Background: an optimization exercise with open tools, aiming at small area and a short achievable clock period. Do not read the settings as production practice.
Function was checked by simulation only, so behaviour that the tests miss may differ from the original.
The clock cells of runs 3 to 7 come from the design's own scripts or RTL, not from TritonCTS.
The clock input has no modelled driver; a real chip could not lean on it and would need a root buffer or a full tree.
No activity file was given, so power comes from the tool's default toggle rates.

==> design.v <==
module sevseg(in, disp, off, ones, tens, hundreds, thousands);
	input [15:0] in;
	input disp, off;   
	output [6:0] ones, tens, hundreds, thousands;
	function [6:0] seg;
		input [3:0] n;
		begin
		seg[0] = !n[3]&!n[2]&!n[1]&n[0] | !n[3]&n[2]&!n[1]&!n[0] | n[3]&!n[2]&n[1]&n[0] | n[3]&n[2]&!n[1]&n[0];
		seg[1] = n[2]&n[1]&!n[0] | n[3]&n[2]&!n[0] | n[3]&n[1]&n[0] | !n[3]&n[2]&!n[1]&n[0];
		seg[2] = !n[3]&!n[2]&n[1]&!n[0] | n[3]&n[2]&!n[0] | n[3]&n[2]&n[1];
		seg[3] = !n[3]&!n[2]&!n[1]&n[0] | !n[3]&n[2]&!n[1]&!n[0] | n[2]&n[1]&n[0] | n[3]&!n[2]&n[1]&!n[0];
		seg[4] = !n[3]&n[0] | !n[3]&n[2]&!n[1] | !n[2]&!n[1]&n[0];
		seg[5] = !n[3]&!n[2]&n[0] | !n[3]&!n[2]&n[1] | !n[3]&n[1]&n[0] | n[3]&n[2]&!n[1]&n[0];
		seg[6] = !n[3]&!n[2]&!n[1] | !n[3]&n[2]&n[1]&n[0] | n[3]&n[2]&!n[1]&!n[0];
		end
	endfunction
	assign ones      = disp ? seg(in[3:0]) : off ? 7'b1111111 : 7'b0001110;
	assign tens      = disp ? seg(in[7:4]) : off ? 7'b1111111 : 7'b0101011;
	assign hundreds  = disp ? seg(in[11:8]) : off ? 7'b1111111 : 7'b1000000;
	assign thousands = disp ? seg(in[15:12]) : off ? 7'b1111111 : 7'b1000110;
endmodule
module vga_out(clk, rst, run, VGA_R, VGA_G, VGA_B, VGA_HS, VGA_VS, VGA_SYNC, VGA_BLANK, cnt_t, cnt_b);
input clk, rst, run;
input [15:0] cnt_t, cnt_b;
output [7:0] VGA_R, VGA_G, VGA_B;
output VGA_BLANK, VGA_SYNC, VGA_HS, VGA_VS;
reg vr, vg, vb, hs, vs, blank;
assign VGA_R = {8{vr}};
assign VGA_G = {8{vg}};
assign VGA_B = {8{vb}};
assign VGA_HS = hs;
assign VGA_VS = vs;
assign VGA_BLANK = blank;
assign VGA_SYNC = 1'b0;
reg [4:0] pl;
reg [5:0] ph;
reg [9:0] lc;
wire pl_wrap = (pl == 5'd26);
wire pc_wrap = (ph == 6'd39) && (pl == 5'd4);
wire lc_wrap = (lc == 10'd626);
wire [5:0] cpl;
wire [6:0] cph;
wire [10:0] clc;
assign cpl[0] = 1'b1;
assign cph[0] = pl_wrap;
assign clc[0] = pc_wrap;
genvar gi;
generate
	for (gi = 0; gi < 5; gi = gi + 1) begin : g_pl
		assign cpl[gi+1] = cpl[gi] & pl[gi];
	end
	for (gi = 0; gi < 6; gi = gi + 1) begin : g_ph
		assign cph[gi+1] = cph[gi] & ph[gi];
	end
	for (gi = 0; gi < 10; gi = gi + 1) begin : g_lc
		assign clc[gi+1] = clc[gi] & lc[gi];
	end
endgenerate
wire clr_pl = !run || pl_wrap || pc_wrap;
wire clr_ph = !run || pc_wrap;
wire clr_lc = !run || (pc_wrap && lc_wrap);
always @(posedge clk) begin
	pl <= (pl ^ cpl[4:0]) & {5{!clr_pl}};
	ph <= (ph ^ cph[5:0]) & {6{!clr_ph}};
	lc <= (lc ^ clc[9:0]) & {10{!clr_lc}};
end
function ge;
	input [5:0] h;
	input [4:0] l;
	ge = (ph > h) || (ph == h && pl >= l);
endfunction
wire [4:0] cyc = pl;
wire [3:0] j = ph[3:0];
wire redp = ph[4];
wire c0 = (cyc == 5'd0);
reg [26:0] e;
reg prev, c1, c2, brw, nz, f_red, f_blue;
wire t_c = cnt_t[cyc[3:0]];
wire b_c = cnt_b[cyc[3:0]];
wire brw_in = c0 ? 1'b0 : brw;
wire r_c = t_c ^ b_c ^ brw_in;
wire hi = cyc[4];
wire xv = !hi & (redp ? r_c : b_c);
wire yv = !hi & (redp ? b_c : r_c);
reg aj, cj;
always @(*) begin
	aj = (j == 4'd0) || (j == 4'd4) || (j == 4'd5);
	if (redp)
		cj = (j == 4'd0) || (j == 4'd3) || (j == 4'd5) || (j == 4'd7) || (j == 4'd8) || (j == 4'd9);
	else
		cj = (j == 4'd0) || (j == 4'd3) || (j == 4'd5) || (j == 4'd6);
end
reg lk;
always @(*)
	case (j)
		4'd0: lk = lc[9];
		4'd1: lk = lc[8];
		4'd2: lk = lc[7];
		4'd3: lk = lc[6];
		4'd4: lk = lc[5];
		4'd5: lk = lc[4];
		4'd6: lk = lc[3];
		4'd7: lk = lc[2];
		4'd8: lk = lc[1];
		4'd9: lk = lc[0];
		default: lk = 1'b0;
	endcase
wire ypos = lk & !cj;
wire yneg = !lk & cj;
wire fb = (c0 || j == 4'd0) ? 1'b0 : prev;
wire opa = aj & xv;
wire opb = ypos ? yv : yneg ? !yv : 1'b0;
wire c1_in = c0 ? 1'b0 : c1;
wire c2_in = c0 ? yneg : c2;
wire s1 = fb ^ opa ^ c1_in;
wire e_new = s1 ^ opb ^ c2_in;
always @(posedge clk) begin
	e <= {e_new, e[26:1]};
	prev <= e[0];
	c1 <= (fb & opa) | (fb & c1_in) | (opa & c1_in);
	c2 <= (s1 & opb) | (s1 & c2_in) | (opb & c2_in);
	brw <= (!t_c & b_c) | (!(t_c ^ b_c) & brw_in);
	nz <= (c0 ? 1'b0 : nz) | (!hi & (t_c | b_c));
	if (pl_wrap && j == 4'd9 && !ph[5]) begin
		if (redp) f_red <= !e_new & nz;
		else f_blue <= !e_new & nz;
	end
end
wire px  = ge(6'd9, 5'd8) && !ge(6'd38, 5'd16);
wire py  = ge(6'd9, 5'd8) && !ge(6'd9, 5'd19);
wire pb1 = ge(6'd14, 5'd23) && !ge(6'd18, 5'd16);
wire pb2 = ge(6'd29, 5'd18) && !ge(6'd33, 5'd11);
wire lx  = (lc >= 10'd600) && (lc <= 10'd610);
wire ly  = (lc >= 10'd40) && (lc <= 10'd610);
wire lg  = (lc == 10'd96) || (lc == 10'd97) || (lc == 10'd152) || (lc == 10'd153) ||
           (lc == 10'd208) || (lc == 10'd209) || (lc == 10'd264) || (lc == 10'd265) ||
           (lc == 10'd320) || (lc == 10'd321) || (lc == 10'd376) || (lc == 10'd377) ||
           (lc == 10'd432) || (lc == 10'd433) || (lc == 10'd488) || (lc == 10'd489) ||
           (lc == 10'd544) || (lc == 10'd545);
wire axis = (px && lx) || (py && ly);
wire bar1 = pb1 && ly && f_red;
wire bar2 = pb2 && ly && f_blue;
wire grid = px && lg;
wire col_r = !axis && (bar1 || !(bar2 || grid));
wire col_g = axis || !(bar1 || bar2 || grid);
wire col_b = !axis && !bar1 && (bar2 || !grid);
wire vis = ge(6'd8, 5'd24) && !ge(6'd38, 5'd14);
always @(posedge clk or negedge rst)
	if (!rst) begin
		vr <= 1'b0; vg <= 1'b0; vb <= 1'b0;
		hs <= 1'b0; vs <= 1'b0; blank <= 1'b1;
	end else begin
		vr <= run && vis && col_r;
		vg <= run && vis && col_g;
		vb <= run && vis && col_b;
		hs <= run && ge(6'd2, 5'd26);
		vs <= run && (lc >= 10'd3);
		blank <= !run || !((ge(6'd2, 5'd26) && !ge(6'd8, 5'd24)) || ge(6'd38, 5'd14)) ||
		         ((lc >= 10'd3) && (lc < 10'd24)) || (lc >= 10'd624);
	end
endmodule
module voting_machine(clk, reset, vote_r, vote_b, confirmY, confirmN, hex_count0, hex_count1, hex_count2, hex_count3,enable_vga,VGA_R,VGA_G,VGA_B,VGA_HS,VGA_VS,VGA_SYNC,VGA_BLANK);
input clk, reset, vote_r, vote_b, confirmY, confirmN, enable_vga;
output [6:0] hex_count0, hex_count1, hex_count2, hex_count3;
output [7:0] VGA_R, VGA_G, VGA_B;
output VGA_BLANK, VGA_SYNC, VGA_HS, VGA_VS;
localparam [3:0]
	S_WAIT   = 4'b0000,
	S_RP     = 4'b0001,
	S_RR     = 4'b0010,
	S_BP     = 4'b0100,
	S_BR     = 4'b0101,
	S_DISP   = 4'b0111,
	S_CW_R   = 4'b1000,
	S_CW_B   = 4'b1001,
	S_YP_R   = 4'b1010,
	S_YP_B   = 4'b1011,
	S_YR_R   = 4'b1100,
	S_YR_B   = 4'b1101,
	S_NP     = 4'b1110,
	S_NR     = 4'b1111;
reg [3:0] state;
reg [15:0] count_t, count_b;
wire [16:0] ct, cb;
assign ct[0] = (state == S_YR_R) || (state == S_YR_B);
assign cb[0] = (state == S_YR_B);
genvar gi;
generate for (gi = 0; gi < 16; gi = gi + 1) begin : g_inc
	assign ct[gi+1] = ct[gi] & count_t[gi];
	assign cb[gi+1] = cb[gi] & count_b[gi];
end endgenerate
wire [15:0] inc_t = ct[15:0];
wire [15:0] inc_b = cb[15:0];
reg [3:0] nstate;
always @(*)
	case (state)
		S_WAIT:  nstate = !vote_b ? S_BP : !vote_r ? S_RP : enable_vga ? S_DISP : S_WAIT;
		S_BP:    nstate = !vote_b ? S_BP : S_BR;
		S_BR:    nstate = S_CW_B;
		S_RP:    nstate = !vote_r ? S_RP : S_RR;
		S_RR:    nstate = S_CW_R;
		S_CW_R:  nstate = !confirmY ? S_YP_R : !confirmN ? S_NP : S_CW_R;
		S_CW_B:  nstate = !confirmY ? S_YP_B : !confirmN ? S_NP : S_CW_B;
		S_YP_R:  nstate = !confirmY ? S_YP_R : S_YR_R;
		S_YP_B:  nstate = !confirmY ? S_YP_B : S_YR_B;
		S_YR_R:  nstate = S_WAIT;
		S_YR_B:  nstate = S_WAIT;
		S_NP:    nstate = !confirmN ? S_NP : S_NR;
		S_NR:    nstate = S_WAIT;
		S_DISP:  nstate = enable_vga ? S_DISP : S_WAIT;
		default: nstate = state;
	endcase
reg disp, off;
always @(posedge clk or negedge reset)
	if (!reset) begin
		state <= S_WAIT;
		disp <= 1'b0;
		off <= 1'b1;
		count_t <= 16'd0;
		count_b <= 16'd0;
	end else begin
		state <= nstate;
		disp <= (nstate == S_DISP);
		off <= !nstate[3] && (nstate != S_DISP);
		count_t <= count_t ^ inc_t;
		count_b <= count_b ^ inc_b;
	end
sevseg u_sevseg(count_t, disp, off, hex_count0, hex_count1, hex_count2, hex_count3);
wire vga_run = disp && enable_vga;
vga_out u_vga(clk, reset, vga_run, VGA_R, VGA_G, VGA_B, VGA_HS, VGA_VS, VGA_SYNC, VGA_BLANK, count_t, count_b);
endmodule
==> flow/run.sh <==
#!/bin/bash
# The standard layout (standard.sh) with three changes:
#  - after the standard synthesis, the combinational logic between the
#    registers is mapped again with an area-oriented ABC script; every
#    register keeps its instance name and cell type (flow/resynth.sh);
#  - ports are buffered with the smallest buffer instead of the delay buffer
#    buffer_ports picks by default;
#  - clock tree synthesis uses smaller clock buffers and no dummy loads.
# Each tool's output goes to a log file of its own in this folder.
set -euo pipefail
KNOBS=(
  "BUFFER_PORTS_ARGS=-buffer_cell sky130_fd_sc_hd__buf_1"
  "CTS_ARGS=-sink_clustering_enable -repair_clock_nets -dont_use_dummy_load -buf_list {sky130_fd_sc_hd__clkbuf_4 sky130_fd_sc_hd__clkbuf_8}"
)
RES=orfs/results/${FLOW_PLATFORM}/voting_machine/base
bash standard.sh "${KNOBS[@]}" "$PWD/$RES/1_2_yosys.v" > synth.log 2>&1
bash flow/resynth.sh "$RES/1_2_yosys.v" > resynth.log 2>&1
bash standard.sh "${KNOBS[@]}" finish > layout.log 2>&1
==> flow/resynth.sh <==
#!/bin/bash
# Re-map the combinational cells of a synthesized netlist (in place).
# Sequential cells are kept as they are (same instances, names and types);
# everything else is flattened to gates and mapped again by ABC.
set -euo pipefail
NET=$1
YOSYS=${YOSYS_EXE:-$FLOW_HOME/../tools/install/yosys/bin/yosys}
LIB=$FLOW_HOME/platforms/$FLOW_PLATFORM/lib/sky130_fd_sc_hd__tt_025C_1v80.lib
# cells ABC may not use: clock, delay, low-power, probe, tie and large cells
DU=$(grep -o 'cell ("sky130_fd_sc_hd__[a-z0-9_]*")' "$LIB" | sed 's/cell ("//;s/")//' \
  | grep -E 'lpflow|probe|clk|dly|_12$|_16$|_8$|_6$|einv|ebuf|conb|tap|fill|decap|diode' \
  | sed 's/^/-dont_use /' | tr '\n' ' ')
cp "$NET" resynth_in.v
cat > resynth.abc <<'EOS'
strash; &get -n; &deepsyn -T 60 -S 1; &put; strash; &get -n; &dch -f; &nf -R 1000; &put; topo; dnsize
EOS
"$YOSYS" -p "
read_liberty -ignore_miss_func $LIB
blackbox sky130_fd_sc_hd__df* sky130_fd_sc_hd__edf* sky130_fd_sc_hd__sdf* sky130_fd_sc_hd__sedf* sky130_fd_sc_hd__dl*
read_verilog resynth_in.v
hierarchy -top $FLOW_TOP
flatten
opt_clean -purge
abc -liberty $LIB $DU -script resynth.abc
opt_clean -purge
hilomap -singleton -hicell sky130_fd_sc_hd__conb_1 HI -locell sky130_fd_sc_hd__conb_1 LO
insbuf -buf sky130_fd_sc_hd__buf_1 A X
tee -o resynth_stat.txt stat -liberty $LIB
write_verilog -noattr -nohex -nodec resynth_out.v
"
cp resynth_out.v "$NET"
==> standard.sh <==
#!/bin/bash
# synth_recipe.tcl (not shown) runs the flow's synth.tcl, then flattens the netlist and writes it again
# the make line also repeats each setting of config.mk as NAME=value (left out here)
make -C /OpenROAD-flow-scripts/flow DESIGN_CONFIG=/design/flow/config.mk WORK_HOME=/design/flow/orfs CLKGATE_MAP_FILE= SYNTH_SCRIPT=/design/flow/synth_recipe.tcl "${@:-finish}"
==> config.mk <==
export PLATFORM = sky130hd
export DESIGN_NAME = voting_machine
export DESIGN_NICKNAME = voting_machine
export VERILOG_FILES = /design/flow/design.v
export SDC_FILE = /design/flow/constraint.sdc
export NUM_CORES = 4
export LEC_CHECK = 0
export CAP_MARGIN = 60
export CORE_MARGIN = 2
export CORE_UTILIZATION = 40
export SLEW_MARGIN = 60
==> constraint.sdc <==
create_clock -name core_clock -period 100.0 [get_ports {clk}]
set_input_delay 20.0000 -clock core_clock [delete_from_list [all_inputs] [get_ports {clk}]]
set_output_delay 20.0000 -clock core_clock [all_outputs]
set_load 0.01 [all_outputs]
==> results of run 1 <==
[layout make-up]
| cell class | count | area [um^2] |
|---|---|---|
| inverters | 16 | 60.1 |
| well taps | 143 | 179 |
| multi-input cells | 429 | 2430 |
| clock buffers | 9 | 124 |
| fillers | 1125 | 6260 |
| flip-flops and latches | 99 | 2230 |
| repair buffers | 62 | 241 |
[metal layers]
layer  wire length [um]  vias up  global-route usage
met2               5090      153               0.277
li1                   -     2129                   -
met3                630        9              0.0450
met5                  0        -                   0
met1               5300     2041               0.253
met4                101        0              0.0537
[cells in the final DEF (no fill, tap or decap), types with 4 or more instances in the layout]
cell / instances
a21oi_1: 40
nand2b_1: 10
o211ai_1: 7
or3_1: 4
a222oi_1: 7
dfxtp_1: 52
buf_1: 60
o31ai_1: 5
nand2_1: 61
a31oi_1: 9
dfrtp_1: 42
o2111ai_1: 4
nor4_1: 5
clkbuf_8: 9
nand3_1: 31
and2_0: 6
xor2_1: 12
nor2b_1: 7
nor3_1: 26
xnor2_1: 21
and3_1: 8
o21ai_0: 30
nor2_1: 77
nand4_1: 6
o22ai_1: 4
inv_1: 16
[power breakdown]
part / internal (uW) / total [uW] / switching (uW)
clock network: 8.09 / 20.5 / 12.4
registers: 49.7 / 56.8 / 7.11
logic: 11.4 / 29.7 / 18.3
[sequential cells by signal, indices dropped and copies added, names as in the netlist, 4 cells and up]
register / cells
count_b: 16
u_vga.lc: 10
u_vga.e: 27
u_vga.ph: 6
state: 4
count_t: 16
u_vga.pl: 5
[worst max-delay path by stage]
stage | start | end | slack [ns] | cells after the start
floorplan | disp | hex_count2[2] | 78.06 | 8
global placement | disp | hex_count2[2] | 77.83 | 9
detailed placement | disp | hex_count2[2] | 77.73 | 9
CTS | disp | hex_count2[2] | 77.31 | 9
global route | disp | hex_count2[2] | 77.07 | 8
finish | disp | hex_count2[2] | 77.37 | 9
[metrics by stage]
step	setup slack, ns	cell area [um^2]	power (uW)	hold slack (ns)
after floorplan	78.06	4770	76.8	0.310
after global placement	77.83	5100	86.3	0.313
after detailed placement	77.73	5130	87.1	0.312
after CTS	77.31	5260	108	0.326
after global routing	77.07	5260	114	0.333
final	77.37	5260	107	0.321
[worst max-delay path, delay by kind of cell, from the launching register on]
family,cells,cell delay [ns]
AO/OA/AOI/OAI,4,0.65
XOR/XNOR,1,0.18
buffers and inverters,2,0.45
flip-flops,1,0.66
AND/OR/NAND/NOR,2,0.32
==> qor.yml, run 1 <==
wl_per_cell_um: 14.7
worst_setup_path_start_kind: "flop"
min_from: "u_vga.e[23]"
dp_hpwl_um: 7740
grt_overflow: 0
path_class: "reg2out"
cts_max_level: 3
io_pins: 63
cts_hold_buffers: 0
start_util: 0.415
dr_total_vias: 4332
required_ns: 80.00
die_area_um2: 12800
ys_warn_count: 3
fin_tns_setup_ns: 0
drtPass1Iterations: 17
grt_pass1_vias: 3806
numCtsBuffers: 9
place_congestion: 0.886
utilization: 0.457
antenna_found_initial: 0
reg2reg_to: "u_vga.f_blue"
grt_max_degree: 45
drc_errors: 0
portBuffers: 61
p_leak_uw: 0.00201
layoutNonFillerInstCount: 758
cts_setup_buffers: 0
cts.repair.resized: 0
slowest_stage: "dfrtp_1"
routed_wl_um: 11100
cp.arrival_ns: 2.63
clockRootBuffer: "clkbuf_8"
clock_path_buffers: 2
maxSlewHeadroom: 0.636
synth_nets: 576
drt_iter0_drc: 380
vdd_drop_max_mv: 0.0143
synth.cell_area_um2: 4770
finClkSkew_ns: 0.0207
tightest_slew_ns: 0.546
fmax_mhz: 44.2
hold_viol_final: 0
critical_path.cell_chain: "inv_1, nor2_1, a21oi_1, o31a_1, o21ai_0, xnor2_1, nand3_1, o211ai_1, buf_1"
clkSinkCount: 99
vias_per_cell: 5.72
final_antenna_net_count: 0
cp_slowest_stage_delay_ns: 0.66
cts_tree: "yes"
holdPathStages: 0
finalMaxSlewViolations: 0
chipWidth_um: 113
avgSynthCellArea_um2: 8.39
setup_viol: 0
path_clk_slew_ns: 0.09
rrSetupSlack_ns: 96.48
reg2reg_depth: 13
dp_cells: 749
clk-insertion-delay-late_ns: 0.38
hp-class: "reg2reg"
cap_viol_max_count: 0
syn_inst: 569
rsz0062_at_grt: "no"
fin_crit_ns: 22.63
fp.dieH_um: 113
status: "no timing/DRC/antenna violations"
grt_pass1_wl_um: 18700
core_um2: 11500
fp-row-count: 39
n_antenna_cell: 0
reg2reg_from: "u_vga.pl[1]"
post-route-period-util: 0.226
nets: 624
p_per_area_nw_per_um2: 20.3
layout-drive-gt1-share: 0.0358
area_growth_pct: 10.2
grtUsageTotal: 0.181
cp_max_fo: 15
holdPathEnd: "u_vga.e[22]"
worstSetupEndpointType: "primary output"
==> inputs of run 2 (changes only) <==
--- a/flow/run.sh
+++ b/flow/run.sh
@@ -9,6 +9,7 @@
 # Each tool's output goes to a log file of its own in this folder.
 set -euo pipefail
 KNOBS=(
+  "SETUP_SLACK_MARGIN=78.8"
   "BUFFER_PORTS_ARGS=-buffer_cell sky130_fd_sc_hd__buf_1"
   "CTS_ARGS=-sink_clustering_enable -repair_clock_nets -dont_use_dummy_load -buf_list {sky130_fd_sc_hd__clkbuf_4 sky130_fd_sc_hd__clkbuf_8}"
 )
==> run 2 against run 1 <==
Die area is the same; via count rose by 6.1%; routed wire length rose by 13%; synthesized area did not move; critical path type unchanged.
==> qor.yml, run 2 <==
status: "no timing/DRC/antenna violations"
met1_usage: 0.257
area_growth_pct: 28.4
cap_viol_max_count: 0
fmax_mhz: 45.2
ys_warn_count: 3
vdd_drop_max_mv: 0.0173
dp_hpwl_um: 7950
fin_tns_setup_ns: 0
p_leak_uw: 0.00238
fin_crit_ns: 22.12
grt-busiest-layer: "met2"
dr_total_vias: 4595
cts_hold_buffers: 0
chipWidth_um: 113
finClkSkew_ns: 0.0145
clkSinkCount: 99
layout-drive-gt1-share: 0.235
hp-class: "reg2reg"
numCtsBuffers: 9
drc_errors: 0
hold_viol_final: 0
holdPathEnd: "u_vga.e[10]"
start_util: 0.415
reg2reg_to: "u_vga.f_red"
regMostFlops: "u_vga.e"
grt_pass1_vias: 4181
path_class: "reg2out"
design_area_um2: 6130
cp_slowest_stage_delay_ns: 0.48
largest_register_ffs: 27
n_antenna_cell: 0
drt_iter0_drc: 405
final_antenna_net_count: 0
avgSynthCellArea_um2: 8.39
path_clk_slew_ns: 0.09
required_ns: 80.00
slowest_stage: "or4_4"
antenna_found_initial: 0
cpLargestDelayFamily: "simple AND/OR/NAND/NOR gates"
clockRootBuffer: "clkbuf_8"
reg2reg_depth: 13
final_cell_mix: "73 x nor2_1, 53 x nand2_1, 52 x dfxtp_1"
routed_wl_um: 12600
fp.dieH_um: 113
syn_inst: 569
p_per_area_nw_per_um2: 21.0
wl_per_cell_um: 15.6
io_pins: 63
rsz0062_at_grt: "yes"
setup_viol: 0
min_from: "u_vga.e[11]"
reg.largest.list: "u_vga.e x27, count_b x16, count_t x16"
cts_max_level: 3
mostFrequentLayoutCell: "nor2_1"
die_area_um2: 12800
reg2reg_from: "u_vga.pl[0]"
synth_nets: 576
place_congestion: 0.913
clock_path_buffers: 2
clk-insertion-delay-late_ns: 0.37
grt_overflow: 0
post-route-period-util: 0.221
grt_use_met3: 0.0503
finalMaxSlewViolations: 0
worstSetupEndpointType: "primary output"
vias_per_cell: 5.69
fp-row-count: 39
critical_path.cell_chain: "nand3_4, o21ai_4, nor2_2, a21o_1, o21ai_2, or4_4, a31oi_4, buf_6"
drtPass1Iterations: 17
postPlaceCellArea_um2: 5250
use_met2: 0.310
nets: 673
core_um2: 11500
grt_pass1_wl_um: 20200
cts_tree: "yes"
cp_max_fo: 4
grt_max_degree: 45
maxSlewHeadroom: 0.635
rrSetupSlack_ns: 96.56
portBuffers: 61
cp.buffers_inverters: 1
worst_setup_path_start_kind: "flop"
synth.cell_area_um2: 4770
tightest_slew_ns: 0.543
cp.arrival_ns: 2.12
grtUsageTotal: 0.195
holdPathStages: 0
-- run 2: final cells by class --
cell class / count / area (um^2)
Sequential cell: 99 / 2240
Fill cell: 1019 / 5380
Clock buffer: 9 / 124
Tap cell: 143 / 179
Timing Repair Buffer: 111 / 774
Multi-Input combinational cell: 429 / 2740
Inverter: 16 / 67.6
-- run 2: metrics by stage --
step                hold WS (ns)  power [uW]  setup slack (ns)   util  std cells
global route               0.339         136             77.80  0.532        807
finish                     0.329         129             77.88  0.532        807
detailed placement         0.313        90.5             78.17  0.456        750
floorplan                  0.310        79.5             78.39      -        569
global placement           0.312        88.9             78.19  0.454        750
CTS                        0.334         121             77.91  0.503        789
-- run 2: worst register-to-register path: cells and delay by family (launching register included) --
family / cells / cell delay (ns)
and+or+nand+nor: 8 / 1.61
DFF: 1 / 0.52
AOI/OAI and AO/OA: 2 / 0.40
xor gates and xnor gates: 3 / 0.62
-- run 2: metal layers --
layer,up-vias,wire [um]
li1,2216,-
met1,2204,5780
met2,159,6030
met3,16,617
met4,0,188
met5,-,0
-- run 2: worst max path at each step --
stage	startpoint	to	slack, ns	depth (start not counted)
global route	count_t[0]	hex_count0[4]	77.80	8
floorplan	disp	hex_count2[2]	78.39	8
CTS	disp	hex_count2[2]	77.91	10
global placement	disp	hex_count0[4]	78.19	7
detailed placement	disp	hex_count2[2]	78.17	9
finish	count_t[0]	hex_count0[4]	77.88	8
-- run 2: where the power goes --
group	total [uW]	switching, uW	internal, uW
Combinational	52.7	27.3	25.4
Sequential	55.7	5.82	49.9
Clock	20.1	12.0	8.09
-- run 2: repair_timing --
item | 4_1_cts | 5_1_grt
endpoints found under the setup margin | 28 | 28
buffers inserted | 30 | 18
gates resized for setup | 61 | 43
pin swaps | 15 | 16
==> inputs of run 3 (changes only) <==
--- a/flow/run.sh
+++ b/flow/run.sh
@@ -9,7 +9,7 @@
 # Each tool's output goes to a log file of its own in this folder.
 set -euo pipefail
 KNOBS=(
-  "SETUP_SLACK_MARGIN=78.8"
+  "PRE_CTS_TCL=$PWD/flow/clock_tree.tcl"
   "BUFFER_PORTS_ARGS=-buffer_cell sky130_fd_sc_hd__buf_1"
   "CTS_ARGS=-sink_clustering_enable -repair_clock_nets -dont_use_dummy_load -buf_list {sky130_fd_sc_hd__clkbuf_4 sky130_fd_sc_hd__clkbuf_8}"
 )
==> flow/clock_tree.tcl (new file) <==
# Clock tree of one level: the clock port drives NBUF clock buffers, each
# driving the clock pins of one group of registers (groups by k-means on
# register location). Replaces clock_tree_synthesis for this small design.
set nbuf 4
set block [ord::get_db_block]
set db [ord::get_db]
set clknet [$block findNet clk]
set sinks {}
foreach it [$clknet getITerms] {
  set inst [$it getInst]
  lassign [$inst getLocation] x y
  set m [$inst getMaster]
  set cx [expr {$x + [$m getWidth] / 2}]
  set cy [expr {$y + [$m getHeight] / 2}]
  lappend sinks [list $it $cx $cy]
}
set n [llength $sinks]
puts "manual clock tree: $n sinks, $nbuf buffers"
# k-means, seeded by spreading over the sinks sorted by x then y
set sorted [lsort -integer -index 1 $sinks]
set cent {}
for {set k 0} {$k < $nbuf} {incr k} {
  set s [lindex $sorted [expr {int(($k + 0.5) * $n / $nbuf)}]]
  lappend cent [list [lindex $s 1] [lindex $s 2]]
}
for {set iter 0} {$iter < 30} {incr iter} {
  set groups {}
  for {set k 0} {$k < $nbuf} {incr k} { lappend groups {} }
  foreach s $sinks {
    set best 0; set bd 1e30
    for {set k 0} {$k < $nbuf} {incr k} {
      lassign [lindex $cent $k] gx gy
      set d [expr {abs([lindex $s 1] - $gx) + abs([lindex $s 2] - $gy)}]
      if {$d < $bd} { set bd $d; set best $k }
    }
    lset groups $best [concat [lindex $groups $best] [list $s]]
  }
  set newc {}
  for {set k 0} {$k < $nbuf} {incr k} {
    set g [lindex $groups $k]
    if {[llength $g] == 0} { lappend newc [lindex $cent $k]; continue }
    set sx 0; set sy 0
    foreach s $g { set sx [expr {$sx + [lindex $s 1]}]; set sy [expr {$sy + [lindex $s 2]}] }
    lappend newc [list [expr {$sx / [llength $g]}] [expr {$sy / [llength $g]}]]
  }
  set cent $newc
}
set master [$db findMaster sky130_fd_sc_hd__clkbuf_16]
for {set k 0} {$k < $nbuf} {incr k} {
  set g [lindex $groups $k]
  if {[llength $g] == 0} continue
  set buf [odb::dbInst_create $block $master "clkbuf_m_$k"]
  set net [odb::dbNet_create $block "clknet_m_$k"]
  $net setSigType CLOCK
  [$buf findITerm A] connect $clknet
  [$buf findITerm X] connect $net
  foreach s $g {
    set it [lindex $s 0]
    $it disconnect
    $it connect $net
  }
  lassign [lindex $cent $k] gx gy
  $buf setLocation [expr {int($gx)}] [expr {int($gy)}]
  $buf setPlacementStatus PLACED
  puts "  buffer $k: [llength $g] sinks at $gx $gy"
}
$clknet setSigType CLOCK
global_connect
rename clock_tree_synthesis my_unused_clock_tree_synthesis
proc clock_tree_synthesis {args} {
  puts "clock_tree_synthesis skipped: clock tree built by PRE_CTS_TCL"
  set_propagated_clock [all_clocks]
}
==> run 3 against run 2 <==
Clock skew is 0.0060 ns higher; highest routed layer unchanged; still clean on timing, DRC and antenna; global-route usage is 2.8 points lower; setup slack worse by 0.34 ns; sequential cell count stayed put; combinational power is 44% lower; hold slack better by 0.0025 ns.
==> qor.yml, run 3 <==
status: "no timing/DRC/antenna violations"
p_per_area_nw_per_um2: 19.8
cts_hold_buffers: 0
synth_nets: 576
layout-drive-gt1-share: 0.0279
post-route-period-util: 0.225
finClkSkew_ns: 0.0205
grtUsageTotal: 0.167
synth.cell_area_um2: 4770
required_ns: 80.00
tightest_slew_ns: 0.520
regMostFlops: "u_vga.e"
cpLargestDelayFamily: "flip-flops"
cp_max_fo: 15
crit_end: "hex_count2[2]"
dr_total_vias: 4254
critical_path.cell_chain: "inv_1, nor2_1, a21oi_1, o31a_1, o21ai_0, xnor2_1, nand3_1, o211ai_1, buf_1"
fill_cells: 1126
portBuffers: 61
drtPass1Iterations: 16
setup_ws_ns: 77.55
slowest_stage: "dfrtp_1"
drt_iter0_drc: 309
fmax_mhz: 44.5
cp_slowest_stage_delay_ns: 0.68
p_leak_uw: 0.00200
mostFrequentLayoutCell: "nor2_1"
nets: 619
postPlaceCellArea_um2: 5130
fp-row-count: 39
fin_tns_setup_ns: 0
path_class: "reg2out"
grt_overflow: 0
area_growth_pct: 9.67
grt_max_degree: 45
routed_wl_um: 10900
rsz0062_at_grt: "no"
vias_per_cell: 5.65
drc_errors: 0
reg2reg_depth: 13
holdPathStages: 0
worstSetupEndpointType: "primary output"
clk-insertion-delay-late_ns: 0.16
hp-class: "reg2reg"
cts.repair.resized: 0
post-place-ws_ns: 77.73
reg2reg_from: "u_vga.pl[1]"
cts_setup_buffers: 0
finalMaxSlewViolations: 0
syn_inst: 569
antenna_found_initial: 0
critPathLaunch: "disp"
cp.buffers_inverters: 2
core_um2: 11500
path_depth: 9
grt_pass1_vias: 3745
n_antenna_cell: 0
largest_register_ffs: 27
vdd_drop_max_mv: 0.0132
path_clk_slew_ns: 0.10
fp.dieH_um: 113
die_area_um2: 12800
reg2reg_to: "u_vga.f_blue"
io_pins: 63
worst_setup_path_start_kind: "flop"
design_area_um2: 5240
maxSlewHeadroom: 0.650
chipWidth_um: 113
fin_crit_ns: 22.45
place_congestion: 0.886
cp.arrival_ns: 2.45
reg.largest.list: "u_vga.e x27, count_b x16, count_t x16"
dp_hpwl_um: 7740
ys_warn_count: 3
final_antenna_net_count: 0
wl_per_cell_um: 14.5
rrSetupSlack_ns: 96.47
grt_pass1_wl_um: 18500
setup_viol: 0
avgSynthCellArea_um2: 8.39
hold_viol_final: 0
start_util: 0.415
cap_viol_max_count: 0
final_cell_mix: "77 x nor2_1, 61 x nand2_1, 60 x buf_1"
run 3: cell types whose count changed in the layout (fill, tap and decap cells not counted), sizes merged:
cell	change
buf	-48
clkbuf	-6
run 3: how the worst min path moves through the flow:
stage | startpoint | end | slack [ns]
floorplan | u_vga.e[1] | u_vga.e[0] | 0.31
global placement | u_vga.e[9] | u_vga.e[8] | 0.31
detailed placement | u_vga.e[11] | u_vga.e[10] | 0.31
CTS | u_vga.e[3] | u_vga.e[2] | 0.33
global route | u_vga.e[3] | u_vga.e[2] | 0.34
finish | u_vga.e[3] | u_vga.e[2] | 0.33
run 3: stage by stage:
step	total power [uW]	cells	util	hold WS (ns)
after floorplan	76.8	569	-	0.310
after global placement	86.3	749	0.443	0.313
after detailed placement	87.1	749	0.446	0.312
after CTS	104	753	0.454	0.331
after global routing	111	753	0.455	0.340
final	104	753	0.455	0.331
run 3: area by class of cell:
type / count / area (um^2) / area share
Multi-Input combinational cell: 429 / 2430 / 0.464
Sequential cell: 99 / 2230 / 0.425
Timing Repair Buffer: 62 / 241 / 0.0461
Tap cell: 143 / 179 / 0.0342
Buffer: 4 / 100 / 0.0191
Inverter: 16 / 60.1 / 0.0115
run 3: where the power goes:
part	internal [uW]	switching, uW
Combinational	11.4	18.3
Clock	7.35	9.73
Sequential	49.7	7.19
Total	68.4	35.2
run 3: layer usage:
| metal | GRT usage | vias up | part of all wire |
|---|---|---|---|
| met5 | 0 | - | 0 |
| met4 | 0.0146 | 0 | 0.0056 |
| met3 | 0.00911 | 4 | 0.051 |
| met2 | 0.271 | 137 | 0.46 |
| met1 | 0.257 | 1994 | 0.49 |
| li1 | - | 2119 | - |
==> inputs of run 4 (changes only) <==
--- a/flow/clock_tree.tcl
+++ b/flow/clock_tree.tcl
@@ -1,3 +1,22 @@
+# Drive strength: registers that start paths to the output ports get the
+# strongest variant of their cell type, then cells on the slowest paths to the
+# outputs are sized up (sizing only: no buffers, no restructuring).
+set db [ord::get_db]
+set block [ord::get_db_block]
+foreach inst [$block getInsts] {
+  set n [$inst getName]
+  if {[string match "count_t*" $n] || [string match "disp*" $n] || [string match "off*" $n]} {
+    set m [[$inst getMaster] getName]
+    regsub {_[12]$} $m {_4} nm
+    if {$nm ne $m} {
+      set nmaster [$db findMaster $nm]
+      if {$nmaster ne "NULL" && $nmaster ne ""} { $inst swapMaster $nmaster; puts "upsized $n to $nm" }
+    }
+  }
+}
+estimate_parasitics -placement
+repair_timing -setup -setup_margin 79.0 -sequence "sizeup,swap" -skip_last_gasp -verbose
+
 # Clock tree of one level: the clock port drives NBUF clock buffers, each
 # driving the clock pins of one group of registers (groups by k-means on
 # register location). Replaces clock_tree_synthesis for this small design.
==> run 4 against run 3 <==
First-iteration DRC count increased by 1.6%; global-route usage increased by 0.27 points; total power increased by 4.8%; fmax increased by 1.6%; clock skew decreased by 0.0077 ns; via count increased by 0.75%; design area increased by 3.9%; synthesized cell count unchanged; final cell count unchanged; combinational power increased by 12%.
==> qor.yml, run 4 <==
hold_viol_final: 0
cts_setup_buffers: 0
clk-insertion-delay-late_ns: 0.16
path_clk_slew_ns: 0.10
chipWidth_um: 113
grtUsageTotal: 0.170
power.internal_uw: 71.4
post-route-period-util: 0.221
cp_slowest_stage_delay_ns: 0.55
grt_pass1_vias: 3775
fp-row-count: 39
start_util: 0.415
tightest_slew_ns: 0.515
core_um2: 11500
grt_max_degree: 45
final_cell_mix: "75 x nor2_1, 59 x nand2_1, 52 x dfxtp_1"
path_class: "reg2out"
cts_hold_buffers: 0
worstSetupEndpointType: "primary output"
nets: 619
routed_wl_um: 11100
cp.arrival_ns: 2.09
worst_setup_path_start_kind: "flop"
dp_hpwl_um: 7740
cap_viol_max_count: 0
critical_path.cell_chain: "clkinvlp_4, nor2_4, a21oi_2, o31a_1, o21ai_2, xnor2_1, nand3_1, o211ai_1, buf_2"
cpLargestDelayFamily: "flip-flops"
avgSynthCellArea_um2: 8.39
required_ns: 80.00
sw_frac_of_total: 0.343
cp_max_fo: 15
final_antenna_net_count: 0
p_seq_frac: 0.538
synth_nets: 576
n_antenna_cell: 0
layout-drive-gt1-share: 0.111
reg.largest.list: "u_vga.e x27, count_b x16, count_t x16"
io_pins: 63
portBuffers: 61
cp.buffers_inverters: 2
hp-class: "reg2reg"
whs_ns: 0.332
cts.repair.resized: 59
drc_errors: 0
clkPwrFrac: 0.157
wl_per_cell_um: 14.7
dp_cells: 749
net-switching-power_uw: 37.2
die_area_um2: 12800
status: "no timing/DRC/antenna violations"
slowest_stage: "dfrtp_4"
area_growth_pct: 13.9
grt_pass1_wl_um: 18800
rsz0062_at_grt: "no"
largest_register_ffs: 27
dr_total_vias: 4286
fin_tns_setup_ns: 0
p_comb_frac: 0.305
grt_overflow: 0
finalMaxSlewViolations: 0
finClkSkew_ns: 0.0127
p_leak_uw: 0.00204
ys_warn_count: 3
syn_inst: 569
vias_per_cell: 5.69
antenna_found_initial: 0
maxSlewHeadroom: 0.653
place_congestion: 0.886
fmax_mhz: 45.3
layoutNonFillerInstCount: 753
drtPass1Iterations: 17
p_per_area_nw_per_um2: 20.0
fp.dieH_um: 113
fin_crit_ns: 22.09
vdd_drop_max_mv: 0.0139
synth.cell_area_um2: 4770
mostFrequentLayoutCell: "nor2_1"
drt_iter0_drc: 314
setup_viol: 0
regMostFlops: "u_vga.e"
run 4: area by class of cell:
class | count | area (um^2)
buffer | 4 | 100
multi-input combinational | 429 | 2540
inverter | 16 | 63.8
tap | 143 | 179
fill | 1121 | 6080
timing repair buffer | 62 | 264
sequential | 99 | 2290
run 4: metal layers:
metal	vias to the layer above	part of all wire	GRT usage
met3	8	0.042	0.00964
met1	2043	0.49	0.261
met4	0	0.0088	0.0163
met2	115	0.46	0.275
li1	2120	-	-
met5	-	0	0
run 4: path summary, 6_finish.rpt:
kind | start | endpoint | slack [ns] | depth (start not counted)
min in group asynchronous | reset | u_vga.hs | 19.85 | 2
worst max register to register | u_vga.pl[1] | u_vga.f_red | 96.50 | 13
max in group asynchronous | reset | count_t[0] | 79.80 | 2
worst min-delay path | u_vga.e[3] | u_vga.e[2] | 0.33 | 0
worst max-delay path | disp | hex_count2[2] | 77.91 | 9
worst min register to register | u_vga.e[3] | u_vga.e[2] | 0.33 | 0
run 4: power groups by stage:
stage / sequential [uW] / clock [uW] / combinational (uW)
finish: 58.4 / 17.1 / 33.2
global route: 60.0 / 19.1 / 36.8
CTS: 58.5 / 17.6 / 33.2
detailed placement: 57.5 / 0 / 29.6
global placement: 57.4 / 0 / 29.0
floorplan: 55.3 / 0 / 21.5
run 4: through the flow:
stage          setup WS (ns)  power, uW  utilization  instance area (um^2)
3_3_place_gp           77.83       86.3        0.443                  5100
3_5_place_dp           77.73       87.1        0.446                  5130
5_1_grt                77.71        116        0.472                  5440
2_1_floorplan          78.06       76.8            -                  4770
4_1_cts                77.90        109        0.471                  5430
6_report               77.91        109        0.472                  5440
==> inputs of run 5 (changes only) <==
--- a/design.v
+++ b/design.v
@@ -35,8 +35,8 @@
 reg [4:0] pl;
 reg [5:0] ph;
 reg [9:0] lc;
-wire pl_wrap = (pl == 5'd26);
-wire pc_wrap = (ph == 6'd39) && (pl == 5'd4);
+wire pl_wrap = (pl == 5'd19);
+wire pc_wrap = (ph == 6'd52) && (pl == 5'd17);
 wire lc_wrap = (lc == 10'd626);
 wire [5:0] cpl;
 wire [6:0] cph;
@@ -71,10 +71,11 @@
 endfunction
 wire [4:0] cyc = pl;
 wire [3:0] j = ph[3:0];
-wire redp = ph[4];
+wire redp = ph[5];
+wire active = !ph[4] && (j <= 4'd9);
 wire c0 = (cyc == 5'd0);
-reg [26:0] e;
-reg prev, c1, c2, brw, nz, f_red, f_blue;
+reg [19:0] e;
+reg prev, c1, c2, brw, nz, dec, f_red, f_blue;
 wire t_c = cnt_t[cyc[3:0]];
 wire b_c = cnt_b[cyc[3:0]];
 wire brw_in = c0 ? 1'b0 : brw;
@@ -114,22 +115,30 @@
 wire c2_in = c0 ? yneg : c2;
 wire s1 = fb ^ opa ^ c1_in;
 wire e_new = s1 ^ opb ^ c2_in;
+wire big = (e_new != e[19]) || (e[19] != e[18]);
+wire pass_end = pl_wrap && active;
+wire decide = pass_end && !dec && (big || j == 4'd9);
+wire flag = !e_new & nz;
 always @(posedge clk) begin
-	e <= {e_new, e[26:1]};
+	e <= {e_new, e[19:1]};
 	prev <= e[0];
 	c1 <= (fb & opa) | (fb & c1_in) | (opa & c1_in);
 	c2 <= (s1 & opb) | (s1 & c2_in) | (opb & c2_in);
 	brw <= (!t_c & b_c) | (!(t_c ^ b_c) & brw_in);
 	nz <= (c0 ? 1'b0 : nz) | (!hi & (t_c | b_c));
-	if (pl_wrap && j == 4'd9 && !ph[5]) begin
-		if (redp) f_red <= !e_new & nz;
-		else f_blue <= !e_new & nz;
+	if (pass_end && j == 4'd0)
+		dec <= 1'b0;   
+	else if (decide)
+		dec <= 1'b1;
+	if (decide) begin
+		if (redp) f_red <= flag;
+		else f_blue <= flag;
 	end
 end
-wire px  = ge(6'd9, 5'd8) && !ge(6'd38, 5'd16);
-wire py  = ge(6'd9, 5'd8) && !ge(6'd9, 5'd19);
-wire pb1 = ge(6'd14, 5'd23) && !ge(6'd18, 5'd16);
-wire pb2 = ge(6'd29, 5'd18) && !ge(6'd33, 5'd11);
+wire px  = ge(6'd12, 5'd11) && !ge(6'd52, 5'd2);
+wire py  = ge(6'd12, 5'd11) && !ge(6'd13, 5'd2);
+wire pb1 = ge(6'd20, 5'd1) && !ge(6'd25, 5'd2);
+wire pb2 = ge(6'd40, 5'd1) && !ge(6'd45, 5'd2);
 wire lx  = (lc >= 10'd600) && (lc <= 10'd610);
 wire ly  = (lc >= 10'd40) && (lc <= 10'd610);
 wire lg  = (lc == 10'd96) || (lc == 10'd97) || (lc == 10'd152) || (lc == 10'd153) ||
@@ -144,7 +153,7 @@
 wire col_r = !axis && (bar1 || !(bar2 || grid));
 wire col_g = axis || !(bar1 || bar2 || grid);
 wire col_b = !axis && !bar1 && (bar2 || !grid);
-wire vis = ge(6'd8, 5'd24) && !ge(6'd38, 5'd14);
+wire vis = ge(6'd12, 5'd0) && !ge(6'd52, 5'd0);
 always @(posedge clk or negedge rst)
 	if (!rst) begin
 		vr <= 1'b0; vg <= 1'b0; vb <= 1'b0;
@@ -153,9 +162,9 @@
 		vr <= run && vis && col_r;
 		vg <= run && vis && col_g;
 		vb <= run && vis && col_b;
-		hs <= run && ge(6'd2, 5'd26);
+		hs <= run && ge(6'd4, 5'd0);
 		vs <= run && (lc >= 10'd3);
-		blank <= !run || !((ge(6'd2, 5'd26) && !ge(6'd8, 5'd24)) || ge(6'd38, 5'd14)) ||
+		blank <= !run || !((ge(6'd4, 5'd0) && !ge(6'd12, 5'd0)) || ge(6'd52, 5'd0)) ||
 		         ((lc >= 10'd3) && (lc < 10'd24)) || (lc >= 10'd624);
 	end
 endmodule
--- a/flow/clock_tree.tcl
+++ b/flow/clock_tree.tcl
@@ -1,22 +1,3 @@
-# Drive strength: registers that start paths to the output ports get the
-# strongest variant of their cell type, then cells on the slowest paths to the
-# outputs are sized up (sizing only: no buffers, no restructuring).
-set db [ord::get_db]
-set block [ord::get_db_block]
-foreach inst [$block getInsts] {
-  set n [$inst getName]
-  if {[string match "count_t*" $n] || [string match "disp*" $n] || [string match "off*" $n]} {
-    set m [[$inst getMaster] getName]
-    regsub {_[12]$} $m {_4} nm
-    if {$nm ne $m} {
-      set nmaster [$db findMaster $nm]
-      if {$nmaster ne "NULL" && $nmaster ne ""} { $inst swapMaster $nmaster; puts "upsized $n to $nm" }
-    }
-  }
-}
-estimate_parasitics -placement
-repair_timing -setup -setup_margin 79.0 -sequence "sizeup,swap" -skip_last_gasp -verbose
-
 # Clock tree of one level: the clock port drives NBUF clock buffers, each
 # driving the clock pins of one group of registers (groups by k-means on
 # register location). Replaces clock_tree_synthesis for this small design.
--- a/config.mk
+++ b/config.mk
@@ -5,7 +5,7 @@
 export SDC_FILE = /design/flow/constraint.sdc
 export NUM_CORES = 4
 export LEC_CHECK = 0
-export CAP_MARGIN = 60
+export CAP_MARGIN = 20
 export CORE_MARGIN = 2
 export CORE_UTILIZATION = 40
-export SLEW_MARGIN = 60
+export SLEW_MARGIN = 20
==> run 5 against run 4 <==
Routed wire length shrank 5.3%; synthesized cell count is the same; via count shrank 0.98%; global-route usage shrank 0.67 points; highest routed layer unchanged; sequential cell count shrank 6; critical path depth shrank 3; final cell count is the same.
==> qor.yml, run 5 <==
status: "no timing/DRC/antenna violations"
routed_wl_um: 10500
finalMaxSlewViolations: 0
io_pins: 63
cp_slowest_stage_delay_ns: 0.76
critical_path.cell_chain: "inv_1, or4_1, nand4_1, nand2_1, o311ai_0, buf_1"
final_cell_mix: "66 x nor2_1, 62 x nand2_1, 60 x buf_1"
die_area_um2: 12700
n_antenna_cell: 0
core_um2: 11500
fin_tns_setup_ns: 0
chipWidth_um: 113
p_per_area_nw_per_um2: 20.5
cts_setup_buffers: 0
layout-drive-gt1-share: 0.0131
vdd_drop_max_mv: 0.0147
cp_max_fo: 23
power_uw: 106
syn_inst: 569
required_ns: 80.00
slowest_stage: "dfrtp_1"
fp-row-count: 39
regMostFlops: "u_vga.e"
finClkSkew_ns: 0.0223
grt_max_degree: 29
ys_warn_count: 3
path_clk_slew_ns: 0.08
reg2reg_to: "u_vga.f_red"
avgSynthCellArea_um2: 8.32
cp.arrival_ns: 2.22
drc_errors: 0
grt_overflow: 0
antenna_found_initial: 0
rsz0062_at_grt: "no"
hold_viol_final: 0
drt_iter0_drc: 339
grt_pass1_wl_um: 18200
reg2reg_from: "u_vga.pl[0]"
utilization: 0.452
rrSetupSlack_ns: 95.79
dr_total_vias: 4244
clk-insertion-delay-late_ns: 0.16
grtUsageTotal: 0.163
reg.largest.list: "u_vga.e x20, count_b x16, count_t x16"
dp_cells: 749
cts.repair.resized: 0
fin_crit_ns: 22.22
layoutNonFillerInstCount: 753
nets: 619
worstSetupEndpointType: "primary output"
crit_end: "hex_count2[0]"
portBuffers: 61
dp_hpwl_um: 7780
fmax_mhz: 45.0
wl_per_cell_um: 13.9
cts_hold_buffers: 0
path_class: "reg2out"
place_congestion: 0.835
worst_setup_path_start_kind: "flop"
post-route-period-util: 0.222
tightest_slew_ns: 0.928
cap_viol_max_count: 0
synth_nets: 576
maxSlewHeadroom: 0.376
largest_register_ffs: 20
hp-class: "reg2reg"
setup_viol: 0
synth.cell_area_um2: 4740
final_antenna_net_count: 0
vias_per_cell: 5.64
p_leak_uw: 0.00192
fp.dieH_um: 113
reg2reg_depth: 16
critPathLaunch: "disp"
start_util: 0.413
mostFrequentLayoutCell: "nor2_1"
area_growth_pct: 9.35
drtPass1Iterations: 5
grt_pass1_vias: 3847
-- run 5: where the power goes --
| group | leakage (uW) | switching [uW] | internal [uW] |
|---|---|---|---|
| Clock | 0.0000493 | 9.14 | 7.32 |
| Sequential | 0.000993 | 7.48 | 46.0 |
| Combinational | 0.000878 | 22.7 | 13.6 |
| Total | 0.00192 | 39.3 | 66.9 |
-- run 5: cell type report --
| type | instances | area [um^2] |
|---|---|---|
| multi-input cells | 436 | 2480 |
| inverters | 15 | 56.3 |
| repair buffers | 62 | 258 |
| well taps | 143 | 179 |
| flip-flops and latches | 93 | 2100 |
| plain buffers | 4 | 100 |
| fillers | 1114 | 6290 |
-- run 5: critical path: cells and delay by family, from the launching register on --
kind,cells,cell delay (ns)
flip-flops,1,0.76
buffers and inverters,2,0.39
AND/OR/NAND/NOR,3,0.79
AO/OA/AOI/OAI,1,0.12
-- run 5: through the flow --
step	instance area (um^2)	setup slack, ns	hold slack [ns]
6_report	5180	77.78	0.329
2_1_floorplan	4740	78.38	0.310
3_3_place_gp	5050	78.06	0.313
3_5_place_dp	5080	77.98	0.312
4_1_cts	5180	77.81	0.332
5_1_grt	5180	77.59	0.338
-- run 5: layer usage --
layer  vias up  track usage  part of all wire
met1      2037        0.232              0.48
li1       2098            -                 -
met2       100        0.282              0.47
met5         -            0                 0
met3         9      0.00589             0.036
met4         0       0.0276             0.015
-- run 5: worst min path at each step --
| stage | from | endpoint | slack [ns] | cells past startpoint |
|---|---|---|---|---|
| after floorplan | u_vga.e[1] | u_vga.e[0] | 0.31 | 0 |
| after global placement | u_vga.e[9] | u_vga.e[8] | 0.31 | 0 |
| after detailed placement | u_vga.e[16] | u_vga.e[15] | 0.31 | 0 |
| after CTS | u_vga.e[0] | u_vga.prev | 0.33 | 0 |
| after global routing | u_vga.e[0] | u_vga.prev | 0.34 | 0 |
| final | u_vga.e[0] | u_vga.prev | 0.33 | 0 |
==> inputs of run 6 (changes only) <==
--- a/config.mk
+++ b/config.mk
@@ -5,7 +5,7 @@
 export SDC_FILE = /design/flow/constraint.sdc
 export NUM_CORES = 4
 export LEC_CHECK = 0
-export CAP_MARGIN = 20
+export CAP_MARGIN = 60
 export CORE_MARGIN = 2
 export CORE_UTILIZATION = 40
-export SLEW_MARGIN = 20
+export SLEW_MARGIN = 60
==> run 6 against run 5 <==
Still clean; die area did not move; sequential power is essentially flat; via count about the same; final cell count down 0.13%; clock power is essentially flat; fmax is 1.0% higher; combinational power about the same; routed wire length rose by 0.89%; largest cell class unchanged; highest routed layer unchanged.
==> qor.yml, run 6 <==
grt_max_degree: 45
mostFrequentLayoutCell: "nor2_1"
reg.largest.list: "u_vga.e x20, count_b x16, count_t x16"
path_class: "reg2out"
holdPathStages: 0
utilization: 0.452
layout-drive-gt1-share: 0.0213
largest_register_ffs: 20
whs_ns: 0.332
antenna_found_initial: 0
p_per_area_nw_per_um2: 20.5
fp.dieH_um: 113
status: "no timing/DRC/antenna violations"
post-route-period-util: 0.220
area_growth_pct: 9.48
grt_overflow: 0
die_area_um2: 12700
final_antenna_net_count: 0
sw_frac_of_total: 0.370
hp-class: "reg2reg"
worst_setup_path_start_kind: "flop"
io_pins: 63
clk-insertion-delay-late_ns: 0.16
fin_tns_setup_ns: 0
cts.repair.resized: 0
postPlaceCellArea_um2: 5080
grt_pass1_vias: 3849
syn_inst: 569
power.internal_uw: 66.9
reg2reg_depth: 16
place_congestion: 0.835
hold_viol_final: 0
grtUsageTotal: 0.165
dr_total_vias: 4241
clkPwrFrac: 0.155
setup_viol: 0
worstSetupEndpointType: "primary output"
fp-row-count: 39
finClkSkew_ns: 0.0174
chipWidth_um: 113
cp.arrival_ns: 2.00
net-switching-power_uw: 39.3
regMostFlops: "u_vga.e"
drtPass1Iterations: 5
setup_ws_ns: 78.00
synth.cell_area_um2: 4740
cts_hold_buffers: 0
grt_pass1_wl_um: 18400
p_leak_uw: 0.00193
required_ns: 80.00
portBuffers: 61
fin_crit_ns: 22.00
p_seq_frac: 0.505
cts_setup_buffers: 0
core_um2: 11500
design_area_um2: 5180
p_comb_frac: 0.340
vias_per_cell: 5.64
synth_nets: 576
post-place-ws_ns: 78.19
nets: 618
tightest_slew_ns: 0.520
ys_warn_count: 3
drc_errors: 0
cap_viol_max_count: 0
drt_iter0_drc: 354
wl_per_cell_um: 14.1
finalMaxSlewViolations: 0
n_antenna_cell: 0
cp_max_fo: 23
vdd_drop_max_mv: 0.0151
rsz0062_at_grt: "no"
path_clk_slew_ns: 0.09
final_cell_mix: "65 x nor2_1, 62 x nand2_1, 60 x buf_1"
maxSlewHeadroom: 0.652
start_util: 0.413
fmax_mhz: 45.5
avgSynthCellArea_um2: 8.32
routed_wl_um: 10600
dp_hpwl_um: 7650
## run 6: through the flow
| step | std cells | power [uW] |
|---|---|---|
| after floorplan | 569 | 78.0 |
| after global placement | 748 | 89.5 |
| after detailed placement | 748 | 90.6 |
| after CTS | 752 | 107 |
| after global routing | 752 | 115 |
| final | 752 | 106 |
## run 6: worst paths after layout
path                        startpoint            end  slack (ns)
setup / recovery                  disp  hex_count2[0]       78.00
hold / removal              u_vga.e[1]     u_vga.e[0]        0.33
setup reg to reg           u_vga.pl[1]    u_vga.f_red       96.05
hold reg to reg             u_vga.e[1]     u_vga.e[0]        0.33
max in group asynchronous        reset    u_vga.blank       79.91
min in group asynchronous        reset       state[2]       19.75
## run 6: critical path, cell delays in order, from the launching register on
cell,delay (ns)
dfrtp_2,0.60
inv_1,0.15
or4_1,0.57
nand4_1,0.12
nand2_1,0.09
o311ai_0,0.12
buf_1,0.19
## run 6: per-layer routing
layer | up-vias | routed length [um] | GRT usage
met5 | - | 0 | 0
met4 | 0 | 129 | 0.0187
met3 | 9 | 488 | 0.0118
met2 | 110 | 5000 | 0.278
met1 | 2024 | 4960 | 0.240
li1 | 2098 | - | -
## run 6: final cells by class
| cell class | instances | area, um^2 |
|---|---|---|
| well taps | 143 | 179 |
| repair buffers | 61 | 239 |
| multi-input cells | 436 | 2500 |
| flip-flops and latches | 93 | 2110 |
| inverters | 15 | 56.3 |
| plain buffers | 4 | 100 |
| fillers | 1112 | 6280 |
## run 6: power groups by stage
stage / Combinational (uW) / Clock, uW / Sequential, uW
after CTS: 36.5 / 16.9 / 53.6
after global placement: 35.6 / 0 / 53.9
final: 36.1 / 16.5 / 53.6
after detailed placement: 36.4 / 0 / 54.2
after global routing: 41.1 / 18.4 / 55.1
after floorplan: 26.1 / 0 / 51.9
==> inputs of run 7 (changes only) <==
--- a/design.v
+++ b/design.v
@@ -173,22 +173,22 @@
 output [6:0] hex_count0, hex_count1, hex_count2, hex_count3;
 output [7:0] VGA_R, VGA_G, VGA_B;
 output VGA_BLANK, VGA_SYNC, VGA_HS, VGA_VS;
-localparam [3:0]
-	S_WAIT   = 4'b0000,
-	S_RP     = 4'b0001,
-	S_RR     = 4'b0010,
-	S_BP     = 4'b0100,
-	S_BR     = 4'b0101,
-	S_DISP   = 4'b0111,
-	S_CW_R   = 4'b1000,
-	S_CW_B   = 4'b1001,
-	S_YP_R   = 4'b1010,
-	S_YP_B   = 4'b1011,
-	S_YR_R   = 4'b1100,
-	S_YR_B   = 4'b1101,
-	S_NP     = 4'b1110,
-	S_NR     = 4'b1111;
-reg [3:0] state;
+localparam [4:0]
+	S_DISP   = 5'b10_000,
+	S_WAIT   = 5'b01_000,
+	S_RP     = 5'b01_001,
+	S_RR     = 5'b01_010,
+	S_BP     = 5'b01_101,
+	S_BR     = 5'b01_110,
+	S_CW_R   = 5'b00_000,
+	S_CW_B   = 5'b00_001,
+	S_YP_R   = 5'b00_010,
+	S_YP_B   = 5'b00_011,
+	S_YR_R   = 5'b00_100,
+	S_YR_B   = 5'b00_101,
+	S_NP     = 5'b00_110,
+	S_NR     = 5'b00_111;
+reg [4:0] state;
 reg [15:0] count_t, count_b;
 wire [16:0] ct, cb;
 assign ct[0] = (state == S_YR_R) || (state == S_YR_B);
@@ -200,7 +200,7 @@
 end endgenerate
 wire [15:0] inc_t = ct[15:0];
 wire [15:0] inc_b = cb[15:0];
-reg [3:0] nstate;
+reg [4:0] nstate;
 always @(*)
 	case (state)
 		S_WAIT:  nstate = !vote_b ? S_BP : !vote_r ? S_RP : enable_vga ? S_DISP : S_WAIT;
@@ -217,23 +217,20 @@
 		S_NP:    nstate = !confirmN ? S_NP : S_NR;
 		S_NR:    nstate = S_WAIT;
 		S_DISP:  nstate = enable_vga ? S_DISP : S_WAIT;
-		default: nstate = state;
+		default: nstate = S_WAIT;
 	endcase
-reg disp, off;
 always @(posedge clk or negedge reset)
 	if (!reset) begin
 		state <= S_WAIT;
-		disp <= 1'b0;
-		off <= 1'b1;
 		count_t <= 16'd0;
 		count_b <= 16'd0;
 	end else begin
 		state <= nstate;
-		disp <= (nstate == S_DISP);
-		off <= !nstate[3] && (nstate != S_DISP);
 		count_t <= count_t ^ inc_t;
 		count_b <= count_b ^ inc_b;
 	end
+wire disp = state[4];
+wire off = state[3];
 sevseg u_sevseg(count_t, disp, off, hex_count0, hex_count1, hex_count2, hex_count3);
 wire vga_run = disp && enable_vga;
 vga_out u_vga(clk, reset, vga_run, VGA_R, VGA_G, VGA_B, VGA_HS, VGA_VS, VGA_SYNC, VGA_BLANK, count_t, count_b);
--- a/config.mk
+++ b/config.mk
@@ -5,7 +5,7 @@
 export SDC_FILE = /design/flow/constraint.sdc
 export NUM_CORES = 4
 export LEC_CHECK = 0
-export CAP_MARGIN = 60
+export CAP_MARGIN = 80
 export CORE_MARGIN = 2
 export CORE_UTILIZATION = 40
-export SLEW_MARGIN = 60
+export SLEW_MARGIN = 80
==> run 7 against run 6 <==
Synthesized cell count shrank 1.2%; via count up 1.7%; combinational power shrank 11%; first-iteration DRC count decreased by 24%; sequential power fell by 3%; sequential cell count shrank 1; critical endpoint is now hex_count2[2].
==> qor.yml, run 7 <==
status: "no timing/DRC/antenna violations"
finClkSkew_ns: 0.0292
post-route-period-util: 0.222
drtPass1Iterations: 5
portBuffers: 61
cp_slowest_stage_delay_ns: 0.51
setup_viol: 0
finalMaxSlewViolations: 0
n_antenna_cell: 0
fp.dieH_um: 112
start_util: 0.407
final_antenna_net_count: 0
path_class: "reg2out"
final_cell_mix: "64 x nor2_1, 62 x buf_1, 59 x nand2_1"
fmax_mhz: 45.1
p_comb_frac: 0.319
vias_per_cell: 5.71
syn_inst: 562
cts.repair.resized: 0
hp-class: "reg2reg"
fin_crit_ns: 22.20
p_seq_frac: 0.517
grtUsageTotal: 0.165
net-switching-power_uw: 35.0
area_growth_pct: 15.4
synth.cell_area_um2: 4630
dp_cells: 751
vdd_drop_max_mv: 0.0146
mostFrequentLayoutCell: "nor2_1"
largest_register_ffs: 20
dp_hpwl_um: 7820
routed_wl_um: 10700
critical_path.cell_chain: "buf_6, nand2_1, or2_0, a21oi_1, nand3_1, nand4b_1, nand3_1, o21ai_0, o41ai_2, buf_1"
cp_max_fo: 19
clkPwrFrac: 0.164
grt_pass1_wl_um: 18200
p_leak_uw: 0.00198
crit_top_cell: "nand3_1"
io_pins: 63
power_uw: 100
grt_overflow: 0
chipWidth_um: 112
fin_tns_setup_ns: 0
regMostFlops: "u_vga.e"
core_um2: 11400
sw_frac_of_total: 0.349
fill_cells: 1089
avgSynthCellArea_um2: 8.23
rsz0062_at_grt: "no"
clk-insertion-delay-late_ns: 0.16
nets: 622
layout-drive-gt1-share: 0.122
required_ns: 80.00
reg.largest.list: "u_vga.e x20, count_b x16, count_t x16"
antenna_found_initial: 0
drc_errors: 0
dr_total_vias: 4313
cts_setup_buffers: 0
cp.arrival_ns: 2.20
wl_per_cell_um: 14.2
grt_max_degree: 31
path_clk_slew_ns: 0.10
setup_ws_ns: 77.80
cap_viol_max_count: 0
ys_warn_count: 3
worst_setup_path_start_kind: "flop"
fp-row-count: 39
place_congestion: 0.880
hold_viol_final: 0
layoutNonFillerInstCount: 756
p_per_area_nw_per_um2: 18.8
drt_iter0_drc: 269
worstSetupEndpointType: "primary output"
post-place-ws_ns: 78.08
synth_nets: 569
cts_hold_buffers: 0
die_area_um2: 12400
utilization: 0.470
power.internal_uw: 65.2
slowest_stage: "dfrtp_4"
grt_pass1_vias: 3852
## run 7: worst paths after layout
check	depth (start not counted)	slack, ns	startpoint	endpoint
worst max-delay path	10	77.80	state[4]	hex_count2[2]
worst min-delay path	0	0.34	u_vga.e[2]	u_vga.e[1]
worst max register to register	16	96.17	u_vga.pl[2]	u_vga.f_red
worst min register to register	0	0.34	u_vga.e[2]	u_vga.e[1]
max in group asynchronous	3	79.77	reset	u_vga.blank
min in group asynchronous	2	19.76	reset	count_b[14]
## run 7: layout make-up
class                      instances  area, um^2  area share
timing repair buffer              72         347      0.0649
buffer                             4         100      0.0187
sequential                        92        2120       0.398
tap                              143         179      0.0335
multi-input combinational        430        2530       0.474
inverter                          15        56.3      0.0105
## run 7: layer usage
| metal | global-route usage | part of all wire | vias to the layer above |
|---|---|---|---|
| met5 | 0 | 0 | - |
| met4 | 0.0230 | 0.012 | 0 |
| met3 | 0.00817 | 0.035 | 11 |
| met2 | 0.279 | 0.47 | 115 |
| met1 | 0.241 | 0.48 | 2069 |
| li1 | - | - | 2118 |
## run 7: power groups by stage
stage               sequential [uW]  clock [uW]  combinational, uW
floorplan                      50.2           0               21.2
global placement               52.3           0               28.8
detailed placement             52.8           0               30.9
CTS                            52.2        17.3               31.0
global route                   53.0        18.1               35.7
finish                         51.8        16.4               32.0
## run 7: critical path, delay by kind of cell (launching register included)
kind                   cells  cell delay, ns
buffers and inverters      2            0.33
AO/OA/AOI/OAI              3            0.42
AND/OR/NAND/NOR            5            0.77
flip-flops                 1            0.51
## run 7: per-stage QoR
step | instance area, um^2 | hold slack [ns]
floorplan | 4630 | 0.310
global placement | 4960 | 0.313
detailed placement | 5140 | 0.314
CTS | 5250 | 0.340
global route | 5340 | 0.343
finish | 5340 | 0.335

-- re-timing with driven ports --
The flow's constraints put no driver on any port. The routed layouts listed below were extracted and timed again, unchanged, in two steps.
Step 1, drivers: a clkbuf_16 drives clk and a buf_2 each remaining input, both assumed.
Step 2, shift: input delay + t, output delay - t, t = (earliest + latest rising clock arrival at the registers) / 2. This alone moves slack from input paths to output paths.
a / b / c = ideal / step 1 / step 2; a / b = the first two.
run | shift t [ns] | setup slack, ns | worst hold slack (ns) | worst setup path after step 2 | worst data-port slew with drivers (ns)
run 1 | 0.405 | 77.369 / 77.333 / 77.738 | 0.321 / 0.321 / 0.321 | register to output | 0.03
run 2 | 0.397 | 77.884 / 77.847 / 78.244 | 0.329 / 0.329 / 0.329 | register to output | 0.03
run 3 | 0.235 | 77.547 / 77.464 / 77.699 | 0.331 / 0.331 / 0.331 | register to output | 0.03
run 4 | 0.236 | 77.908 / 77.825 / 78.062 | 0.332 / 0.332 / 0.332 | register to output | 0.03
run 5 | 0.242 | 77.775 / 77.682 / 77.925 | 0.329 / 0.329 / 0.329 | register to output | 0.03
run 6 | 0.236 | 78.003 / 77.917 / 78.154 | 0.332 / 0.332 / 0.332 | register to output | 0.04
run 7 | 0.227 | 77.804 / 77.723 / 77.951 | 0.335 / 0.335 / 0.335 | register to output | 0.03
After both steps setup and hold are still met in every run listed.
